What follows belongs to an exercise in optimizing a design on an open flow for small area, a short achievable clock period and few clock cycles per item; a production flow would make more cautious choices.

maple:
Design jenc_backend, start of the top module:
module jenc_backend (
    input  logic               clk,
    input  logic               resetn,
    input  logic signed [10:0] q0,
    input  logic signed [10:0] q1,
    input  logic               q_valid,
    output logic               q_hold,
    input  logic [4:0]         q_cnt,
    input  logic [1:0]         q_chroma,
    input  logic               q_last_mcu,
    output logic [31:0]        out_data,
    output logic               out_tlast,
    output logic               out_valid,
    input  logic               out_hold
);
logic [25:0]    chunk;
logic [4:0]     chunk_len;
logic           chunk_last;
logic           chunk_valid;
logic           chunk_take;
entropy entropy (
    .q0             (q0),
    .q1             (q1),
    .q_valid        (q_valid),
    .q_hold         (q_hold),
    .q_cnt          (q_cnt),
    .q_chroma       (q_chroma),
    .q_last_mcu     (q_last_mcu),
    .out_chunk      (chunk),
    .out_len        (chunk_len),
    .out_last       (chunk_last),
    .out_valid      (chunk_valid),
    .out_take       (chunk_take),
    .clk            (clk),
    .resetn         (resetn)
);
byte_pack byte_pack (
    .chunk          (chunk),
    .chunk_len      (chunk_len),
    .chunk_last     (chunk_last),
    .chunk_valid    (chunk_valid),
    .chunk_take     (chunk_take),
    .out_data       (out_data),
    .out_tlast      (out_tlast),
    .out_valid      (out_valid),
    .out_hold       (out_hold),
    .clk            (clk),
    .resetn         (resetn)
);
endmodule
Size: ~270 flip-flops, roughly 69 I/O pins, ~21000 sq um of cells after synthesis.
==> flow/config.mk <==
export PLATFORM = sky130hd
export DESIGN_NAME = jenc_backend
export DESIGN_NICKNAME = jenc_backend
export VERILOG_FILES = /design/flow/design.v
export SDC_FILE = /design/flow/constraint.sdc
export NUM_CORES = 4
export LEC_CHECK = 0
export ABC_AREA = 1
export CAP_MARGIN = 20
export CORE_MARGIN = 2
export CORE_UTILIZATION = 40
export PLACE_DENSITY = 0.6
export SETUP_SLACK_MARGIN = 4
export SLEW_MARGIN = 20
==> flow/constraint.sdc <==
create_clock -name core_clock -period 9.5 [get_ports {clk}]
set_input_delay 1.9000 -clock core_clock [delete_from_list [all_inputs] [get_ports {clk}]]
set_output_delay 1.9000 -clock core_clock [all_outputs]
set_load 0.01 [all_outputs]
run.sh (not shown) runs the stock make flow with config.mk's settings and CLKGATE_MAP_FILE= SYNTH_SCRIPT=/design/flow/synth_recipe.tcl, a recipe that flattens the netlist after the stock synthesis.
maple closes out successfully: all stages finished, all timing, DRC and antenna checks passed.
> inputs changed (maple -> tundra)
--- a/flow/design.v
+++ b/flow/design.v
@@ -494,19 +494,19 @@
     head     = mem[rp];
     cnt_push = cnt + {{(AW-1){1'b0}}, npush};
     cnt_pop  = cnt_push - (AW+1)'(1);
     cnt_next = pop ? cnt_pop : cnt_push;
     hold_next = pop ? (cnt_pop > (AW+1)'(DEPTH - 2)) : (cnt_push > (AW+1)'(DEPTH - 2));
 end
 always_ff @(posedge clk) begin
     for (int i = 0; i < DEPTH; i++) begin
-        if (take & wp == AW'(i))
+        if (take & (e0 | e1) & wp == AW'(i))
             mem[i] <= first;
-        else if (take & wp + AW'(1) == AW'(i))
+        else if (take & e0 & e1 & wp + AW'(1) == AW'(i))
             mem[i] <= ent1;
     end
 end
 always_ff @(posedge clk)
     if (!resetn) begin
         wp     <= '0;
         rp     <= '0;
         cnt    <= '0;
@@ -613,17 +613,17 @@
 always_ff @(posedge clk)
     if (c_ready & s_valid) begin
         out_chunk <= (26'(code) << size) | 26'(amp);
         out_len   <= code_len + 5'(size);
         out_last  <= s_last;
     end
 endmodule
 module byte_pack #(
-    parameter int W = 40                    
+    parameter int W = 33                    
 ) (
     input  logic [25:0]         chunk,          
     input  logic [4:0]          chunk_len,
     input  logic                chunk_last,
     input  logic                chunk_valid,
     output logic                chunk_take,
     output logic [31:0]         out_data,
     output logic                out_tlast,
@@ -712,28 +712,31 @@
         if (t <= 3'd2) word[15:8]  = 8'hff;
         if (t <= 3'd3) word[7:0]   = 8'hff;
     end
 end
 logic [W+15:0]  ext, ext_d, ins;
 logic           fit;
 logic [NW:0]    nl;
 logic [NW-1:0]  n_new;
-logic           fit0, fit1, fit2, dge1;
+logic           fit0, fit1, fit2;
 logic [NW-1:0]  nl0, nl1, nl2;
 always_comb begin
     nl    = (NW+1)'(n) + (NW+1)'(chunk_len);
     fit0  = nl <= (NW+1)'(W);
     fit1  = nl <= (NW+1)'(W + 8);
     fit2  = nl <= (NW+1)'(W + 16);
-    dge1  = ~out_valid & (avail != 2'd0) & ~(stuffp & one);
     nl0   = NW'(nl);
     nl1   = NW'(nl - (NW+1)'(8));
     nl2   = NW'(nl - (NW+1)'(16));
-    fit   = fit0 | (dge1 & fit1);
+    case (d)
+        2'd0: fit = fit0;
+        2'd1: fit = fit1;
+        default: fit = fit2;
+    endcase
     chunk_take = chunk_valid & ~flush & go & fit;
     ins   = (W+16)'(chunk) << (W + 16 - nl);
     ext   = {acc, 16'h0} | (chunk_take ? ins : '0);
     case (go ? d : 2'd0)
         2'd0: ext_d = ext;
         2'd1: ext_d = ext << 8;
         default: ext_d = ext << 16;
     endcase
## What came out
Summary of tundra over maple: worst hold-check slack comparable; number of buffers on the longest clock path barely changed; post-route standard cell area excluding fillers has decreased.
Number of cells in the design after placement: tundra and maple compared, lower one is tundra
Compared to maple, tundra has count of state elements after synthesis 7 lower.
Against maple, tundra comes in 0.24 points lower on fraction of the cycle the final worst path needs.
The number of vias in the routed layout of tundra was superior to that of maple.
Looking at tundra and maple, the sequential share of layout area is a wash.
Area enclosed by the die boundary went down slightly going from maple to tundra.
tundra has depth of the worst register-to-register path above what maple had.
The final core utilization on maple is in line with that on tundra.
No functional check of the RTL was part of any run of this note.

========
jenc_backend, a different RTL version from the one above (not shown whole).
Size in the first run: roughly 3100 cells after synthesis, about 260 flip-flops, about 69 I/O pins.
==> module entropy, before the edit <==
module entropy #(
    parameter int DEPTH = 4                 
) (
    input  logic signed [10:0]  q0,
    input  logic signed [10:0]  q1,
    input  logic                q_valid,
    output logic                q_hold,
    input  logic [4:0]          q_cnt,
    input  logic [1:0]          q_chroma,
    input  logic                q_last_mcu,
    output logic [25:0]         out_chunk,      
    output logic [4:0]          out_len,        
    output logic                out_last,       
    output logic                out_valid,
    input  logic                out_take,       
    input  logic                clk,
    input  logic                resetn
);
localparam int AW = 2;                   
typedef struct packed {
    logic               last;
    logic               dc;
    logic [1:0]         chroma;
    logic [1:0]         zrl;
    logic [3:0]         run;
    logic [10:0]        val;
} entry_t;
logic [5:0]     run_r;            
logic           take;
logic           is_dc, is_end, nz0, nz1;
logic           e0, e1;
logic [5:0]     run1;
entry_t         ent0, ent1;
always_comb begin
    take   = q_valid & ~q_hold;
    is_dc  = q_cnt == 5'd0;
    is_end = &q_cnt;
    nz0    = |q0;
    nz1    = |q1;
    e0     = is_dc | nz0;
    e1     = is_end | nz1;
    run1   = e0 ? 6'd0 : run_r + 6'd1;
    ent0.last   = 1'b0;
    ent0.dc     = is_dc;
    ent0.chroma = q_chroma;
    ent0.zrl    = is_dc ? 2'd0 : run_r[5:4];
    ent0.run    = is_dc ? 4'd0 : run_r[3:0];
    ent0.val    = q0;
    ent1.last   = is_end & q_last_mcu;
    ent1.dc     = 1'b0;
    ent1.chroma = q_chroma;
    ent1.zrl    = nz1 ? run1[5:4] : 2'd0;       
    ent1.run    = nz1 ? run1[3:0] : 4'd0;
    ent1.val    = q1;
end
always_ff @(posedge clk)
    if (take)
        run_r <= nz1 ? 6'd0 : run1 + 6'd1;
logic [DEPTH-1:0][20:0] mem;      
logic [AW-1:0]  wp, rp;
logic [AW:0]    cnt, cnt_next;
logic [AW:0]    cnt_c [4];
logic [3:0]     hold_c;
logic           push1, push2;
logic           hold_next;
logic           pop;
entry_t         first;
entry_t         head;
always_comb begin
    first    = e0 ? ent0 : ent1;
    head     = mem[rp];
    push1    = take & (e0 ^ e1);
    push2    = take & e0 & e1;
    for (int j = 0; j < 4; j++) begin
        cnt_c[j]  = cnt + (AW+1)'(j) - (AW+1)'(1);
        hold_c[j] = cnt_c[j] > (AW+1)'(DEPTH - 2);
    end
    case ({push2, push1, pop})
        3'b000: begin cnt_next = cnt_c[1]; hold_next = hold_c[1]; end
        3'b001: begin cnt_next = cnt_c[0]; hold_next = hold_c[0]; end
        3'b010: begin cnt_next = cnt_c[2]; hold_next = hold_c[2]; end
        3'b011: begin cnt_next = cnt_c[1]; hold_next = hold_c[1]; end
        3'b100: begin cnt_next = cnt_c[3]; hold_next = hold_c[3]; end
        default: begin cnt_next = cnt_c[2]; hold_next = hold_c[2]; end
    endcase
end
always_ff @(posedge clk) begin
    for (int i = 0; i < DEPTH; i++) begin
        if (take & wp == AW'(i))
            mem[i] <= first;
        else if (take & wp + AW'(1) == AW'(i))
            mem[i] <= ent1;
    end
end
always_ff @(posedge clk)
    if (!resetn) begin
        wp     <= '0;
        rp     <= '0;
        cnt    <= '0;
        q_hold <= 1'b0;
    end else begin
        if (push2)
            wp <= wp + AW'(2);
        else if (push1)
            wp <= wp + AW'(1);
        rp     <= rp + AW'(pop);
        cnt    <= cnt_next;
        q_hold <= hold_next;
    end
function automatic [11:0] sub12(input logic [11:0] a, input logic [11:0] b);
    logic [6:0] lo;
    logic [5:0] hi0, hi1;
    lo  = {1'b0, a[5:0]} + {1'b0, ~b[5:0]} + 7'd1;
    hi0 = a[11:6] + ~b[11:6];
    hi1 = a[11:6] + ~b[11:6] + 6'd1;
    sub12 = {lo[6] ? hi1 : hi0, lo[5:0]};
endfunction
logic signed [10:0] pred0, pred1, pred2;    
logic [1:0]         zc;           
logic               s_valid, s_ready;
logic               s_dc, s_chroma, s_last, s_zrl, s_neg;
logic [3:0]         s_run;
logic [10:0]        s_mag;
logic               h_valid, h_zrl;
logic signed [11:0] v, vn;
logic signed [10:0] p;
logic               c_ready;
always_comb begin
    h_valid = cnt != '0;
    h_zrl   = head.zrl != zc;
    case (head.dc ? head.chroma : 2'd3)
        2'd0: p = pred0;
        2'd1: p = pred1;
        2'd2: p = pred2;
        default: p = 11'sd0;
    endcase
    v       = sub12({head.val[10], head.val}, {p[10], p});
    vn      = sub12({p[10], p}, {head.val[10], head.val});
    s_ready = ~s_valid | c_ready;
    pop     = h_valid & s_ready & ~h_zrl;
end
always_ff @(posedge clk)
    if (!resetn) begin
        s_valid <= 1'b0;
        zc      <= 2'd0;
        pred0   <= '0;
        pred1   <= '0;
        pred2   <= '0;
    end else if (s_ready) begin
        s_valid <= h_valid;
        if (h_valid) begin
            if (h_zrl)
                zc <= zc + 2'd1;
            else begin
                zc <= 2'd0;
                if (head.last) begin
                    pred0 <= '0;
                    pred1 <= '0;
                    pred2 <= '0;
                end else if (head.dc)
                    case (head.chroma)
                        2'd0: pred0 <= head.val;
                        2'd1: pred1 <= head.val;
                        default: pred2 <= head.val;
                    endcase
            end
        end
    end
always_ff @(posedge clk)
    if (s_ready & h_valid) begin
        s_dc     <= head.dc;
        s_chroma <= |head.chroma;
        s_last   <= head.last & ~h_zrl;
        s_zrl    <= h_zrl;
        s_run    <= head.run;
        s_neg    <= v[11];
        s_mag    <= h_zrl ? 11'h0 : (v[11] ? vn[10:0] : v[10:0]);
    end
function automatic [3:0] bit_length(input logic [10:0] m);
    bit_length = 0;
    for (int k = 0; k < 11; k++)
        if (m[k])
            bit_length = 4'(k + 1);
endfunction
logic [3:0]     size, a_run;
logic [10:0]    smear, amp;
logic [4:0]     code_len;
logic [15:0]    code;
always_comb begin
    size  = bit_length(s_mag);
    smear = s_mag;
    for (int k = 9; k >= 0; k--)
        smear[k] = smear[k] | smear[k+1];
    amp   = s_neg ? s_mag ^ smear : s_mag;
    a_run = s_zrl ? 4'hf : s_run;
end
huff_tables ht (
    .dc     (s_dc),
    .chroma (s_chroma),
    .run    (a_run),
    .size   (size),
    .len    (code_len),
    .code   (code)
);
always_comb c_ready = ~out_valid | out_take;
always_ff @(posedge clk)
    if (!resetn)
        out_valid <= 1'b0;
    else if (c_ready)
        out_valid <= s_valid;
always_ff @(posedge clk)
    if (c_ready & s_valid) begin
        out_chunk <= (26'(code) << size) | 26'(amp);
        out_len   <= code_len + 5'(size);
        out_last  <= s_last;
    end
endmodule
make LEC_CHECK=0 ABC_AREA=1 CAP_MARGIN=20 CORE_MARGIN=2 CORE_UTILIZATION=40 PLACE_DENSITY=0.6 SETUP_SLACK_MARGIN=4 SLEW_MARGIN=20 finish   # period 9.5 ns
Then changed:
--- a/flow/design.v
+++ b/flow/design.v
@@ -482,31 +482,20 @@
         run_r <= nz1 ? 6'd0 : run1 + 6'd1;
 logic [DEPTH-1:0][20:0] mem;      
 logic [AW-1:0]  wp, rp;
-logic [AW:0]    cnt, cnt_next;
-logic [AW:0]    cnt_c [4];
-logic [3:0]     hold_c;
-logic           push1, push2;
+logic [AW:0]    cnt, cnt_next, cnt_push, cnt_pop;
 logic           hold_next;
 logic           pop;
+logic [1:0]     npush;
 entry_t         first;
 entry_t         head;
 always_comb begin
+    npush    = take ? {1'b0, e0} + {1'b0, e1} : 2'd0;
     first    = e0 ? ent0 : ent1;
     head     = mem[rp];
-    push1    = take & (e0 ^ e1);
-    push2    = take & e0 & e1;
-    for (int j = 0; j < 4; j++) begin
-        cnt_c[j]  = cnt + (AW+1)'(j) - (AW+1)'(1);
-        hold_c[j] = cnt_c[j] > (AW+1)'(DEPTH - 2);
-    end
-    case ({push2, push1, pop})
-        3'b000: begin cnt_next = cnt_c[1]; hold_next = hold_c[1]; end
-        3'b001: begin cnt_next = cnt_c[0]; hold_next = hold_c[0]; end
-        3'b010: begin cnt_next = cnt_c[2]; hold_next = hold_c[2]; end
-        3'b011: begin cnt_next = cnt_c[1]; hold_next = hold_c[1]; end
-        3'b100: begin cnt_next = cnt_c[3]; hold_next = hold_c[3]; end
-        default: begin cnt_next = cnt_c[2]; hold_next = hold_c[2]; end
-    endcase
+    cnt_push = cnt + {{(AW-1){1'b0}}, npush};
+    cnt_pop  = cnt_push - (AW+1)'(1);
+    cnt_next = pop ? cnt_pop : cnt_push;
+    hold_next = pop ? (cnt_pop > (AW+1)'(DEPTH - 2)) : (cnt_push > (AW+1)'(DEPTH - 2));
 end
 always_ff @(posedge clk) begin
     for (int i = 0; i < DEPTH; i++) begin
@@ -523,22 +512,11 @@
         cnt    <= '0;
         q_hold <= 1'b0;
     end else begin
-        if (push2)
-            wp <= wp + AW'(2);
-        else if (push1)
-            wp <= wp + AW'(1);
+        wp     <= wp + AW'(npush);
         rp     <= rp + AW'(pop);
         cnt    <= cnt_next;
         q_hold <= hold_next;
     end
-function automatic [11:0] sub12(input logic [11:0] a, input logic [11:0] b);
-    logic [6:0] lo;
-    logic [5:0] hi0, hi1;
-    lo  = {1'b0, a[5:0]} + {1'b0, ~b[5:0]} + 7'd1;
-    hi0 = a[11:6] + ~b[11:6];
-    hi1 = a[11:6] + ~b[11:6] + 6'd1;
-    sub12 = {lo[6] ? hi1 : hi0, lo[5:0]};
-endfunction
 logic signed [10:0] pred0, pred1, pred2;    
 logic [1:0]         zc;           
 logic               s_valid, s_ready;
@@ -558,8 +536,8 @@
         2'd2: p = pred2;
         default: p = 11'sd0;
     endcase
-    v       = sub12({head.val[10], head.val}, {p[10], p});
-    vn      = sub12({p[10], p}, {head.val[10], head.val});
+    v       = {head.val[10], head.val} - {p[10], p};
+    vn      = {p[10], p} - {head.val[10], head.val};
     s_ready = ~s_valid | c_ready;
     pop     = h_valid & s_ready & ~h_zrl;
 end
Routed wire length shrinks by 3.0%. Global-route usage went down by 0.64 points. Cell count drops by about 0.34%. Non-clock buffer count rises by 9. Utilization climbs by 0.11 points. Setup slack loses 0.20 ns.
No run of this note included a check of the RTL's function; only the layout flow was run.

## re-timing with driven ports
Ports are ideal in the flow. The routed layouts listed here were re-timed in OpenROAD.
Step 1: set_driving_cell puts a clkbuf_16 on clk and a buf_2 on each other input, an assumption about the parent block.
Step 2 adds t to the input delays and takes it off the output delays; t is the mean of the earliest and latest rising clock arrival at the registers after step 1. Input paths then give back, and output paths get back, about the clock's delay inside the block.
Slacks: ideal ports / drivers / drivers and shift; pairs: ideal ports / drivers.
| run | t, ns | slack for setup (ns) | hold slack, ns | worst setup path at the end | worst register clock-pin slew, ns |
|---|---|---|---|---|---|
| maple | 0.603 | 4.216 / 4.254 / 3.651 | 0.417 / 0.417 / 0.417 | input to register | 0.06 / 0.06 |
| tundra | 0.639 | 4.239 / 4.279 / 3.641 | 0.419 / 0.419 / 0.419 | input to register | 0.06 / 0.06 |
| the first run of note 2 | 0.625 | 4.525 / 4.525 / 4.525 | 0.422 / 0.422 / 0.422 | register to register | 0.07 / 0.07 |
| the second run of note 2 | 0.626 | 4.329 / 4.369 / 3.743 | 0.430 / 0.430 / 0.430 | input to register | 0.07 / 0.07 |
After both steps every run listed still meets setup and hold. The setup slack of tundra, which loses most, moves by +0.040 ns with the drivers and by -0.598 ns with both steps.
